This design comes from an exercise in tuning for small area on the open sky130 flow, not from production work. Only simulation tests tie the RTL to the original design; equivalence was not proved. The flow treats the clock pin as an ideal source, which a real chip does not have. Power figures rest on the tool's default switching activity, not on a simulated workload.

// adc_core_digital
module adc_core_digital(
    input  wire        a_rst_n,
    input  wire [9:0]  a_config_1_in,
    input  wire [9:0]  a_config_2_in,
    input  wire        a_comparator_in,
    input  wire        a_clk_dig_in,
    output wire [15:0] a_result_out,
    output wire        a_conv_finished_osr_out,
    output wire        a_enable_loop_out,
    output wire        a_sample_matrix_out,
    output wire        a_sample_matrix_out_n,
    output wire        a_sample_switch_out,
    output wire        a_sample_switch_out_n,
    output wire [9:0]  a_pmatrix_row_out_n,
    output wire [9:0]  a_pmatrix_rowon_out_n,
    output wire [9:0]  a_pmatrix_rowoff_out_n,
    output wire [12:0] a_pmatrix_col_out_n,
    output wire [12:0] a_pmatrix_col_out,
    output wire [2:0]  a_pmatrix_bincap_out_n,
    output wire        a_pmatrix_c0_out_n,
    output wire [9:0]  a_nmatrix_row_out_n,
    output wire [9:0]  a_nmatrix_rowon_out_n,
    output wire [9:0]  a_nmatrix_rowoff_out_n,
    output wire [12:0] a_nmatrix_col_out_n,
    output wire [12:0] a_nmatrix_col_out,
    output wire [2:0]  a_nmatrix_bincap_out_n,
    output wire        a_nmatrix_c0_out_n
);
For scale: about 660 cells after synthesis, ~170 I/O pins.
==> flow/config.mk <==
export PLATFORM = sky130hd
export DESIGN_NAME = adc_core_digital
export DESIGN_NICKNAME = adc_core_digital
export VERILOG_FILES = /design/flow/design.v
export SDC_FILE = /design/flow/constraint.sdc
export NUM_CORES = 4
export LEC_CHECK = 0
export CAP_MARGIN = 20
export CORE_MARGIN = 2
export CORE_UTILIZATION = 40
export SLEW_MARGIN = 20
==> flow/constraint.sdc <==
create_clock -name core_clock -period 10.0 [get_ports {a_clk_dig_in}]
set_input_delay 2.0000 -clock core_clock [delete_from_list [all_inputs] [get_ports {a_clk_dig_in}]]
set_output_delay 2.0000 -clock core_clock [all_outputs]
set_load 0.01 [all_outputs]
standard.sh (not shown) runs the stock make flow with config.mk's settings and CLKGATE_MAP_FILE= SYNTH_SCRIPT=/design/flow/synth_recipe.tcl, a recipe that flattens the netlist after the stock synthesis.
==> flow/flow/run.sh <==
#!/bin/bash
# The standard layout (standard.sh) with these changes:
#  - synthesis: synth_recipe.tcl unchanged, except that ABC maps the logic with an
#    area-oriented script (flow/area.abc); registers are mapped before ABC as usual,
#  - port buffers made of the smallest buffer cell,
#  - a small clock tree without dummy loads,
#  - area recovery (downsizing) on paths with slack after CTS (then legalized again).
set -e
HERE=$(pwd)
{
  echo 'proc abc {args} { set i [lsearch $args -script]; if {$i >= 0} { lset args [expr {$i + 1}] $::env(MY_ABC_SCRIPT) }; yosys abc {*}$args }'
  cat synth_recipe.tcl
} > my_synth.tcl
sed "s#SYNTH_SCRIPT=[^ ]*#SYNTH_SCRIPT=$HERE/my_synth.tcl#" standard.sh > my_standard.sh
grep -q "SYNTH_SCRIPT=$HERE/my_synth.tcl" my_standard.sh
export MY_ABC_SCRIPT=$HERE/flow/area.abc
export BUFFER_PORTS_ARGS="-buffer_cell sky130_fd_sc_hd__buf_1"
export CTS_ARGS="-sink_clustering_enable -repair_clock_nets -dont_use_dummy_load -buf_list sky130_fd_sc_hd__clkbuf_8"
export POST_CTS_TCL=$HERE/flow/recover.tcl
bash my_standard.sh > standard.log 2>&1
==> flow/flow/area.abc <==
&get -n
&st
&dch
&nf -R 1000
&put
==> flow/flow/recover.tcl <==
# downsize cells on paths with slack to recover area, fix any slew/cap this
# caused, and legalize the placement again
estimate_parasitics -placement
repair_timing -recover_power 100
repair_design
detailed_placement
check_placement -verbose
Change:
==> flow/run.sh (new file) <==
#!/bin/bash
# synth_recipe.tcl (not shown) runs the flow's synth.tcl, then flattens the netlist and writes it again
# the make line also repeats each setting of config.mk as NAME=value (left out here)
make -C /OpenROAD-flow-scripts/flow DESIGN_CONFIG=/design/flow/config.mk WORK_HOME=/design/flow/orfs CLKGATE_MAP_FILE= SYNTH_SCRIPT=/design/flow/synth_recipe.tcl finish
removed: flow/flow/run.sh
removed: flow/flow/area.abc
removed: flow/flow/recover.tcl
removed: flow/standard.sh
=> The changed run passed the timing, DRC and antenna checks; via count climbs by 12%; final cell count climbs by 9.4%; design area climbs by 26%; total power climbs by 35%; sequential cell count does not change; register-to-register slack gets better by 0.56 ns; utilization climbs by 6.2 points; worst setup slack gets worse by 0.43 ns; first-iteration DRC count drops by 30%.

## afterwards: timing with drivers on the ports
How much do the figures lean on ideal ports? The routed layouts below were timed once more, with nothing changed but the port constraints.
Step 1 assumes that a clkbuf_16 drives the clock port and a buf_2 every other input.
Step 2 also shifts input and output timing later by t, the mid clock arrival at the registers, as if the neighbouring blocks saw the same clock.
Three values: ideal ports, drivers, drivers and shift; two values: the first two.
run | t (ns) | setup slack, ns | latest minus earliest clock arrival (ns)
the first run | 0.384 | 3.671 / 3.647 / 3.647 | 0.024 / 0.023
the second run | 0.385 | 3.243 / 3.206 / 3.206 | 0.009 / 0.009
After both steps every run listed still meets setup and hold. The setup slack of the second run, which loses most, moves by -0.037 ns with the drivers and by -0.037 ns with both steps.
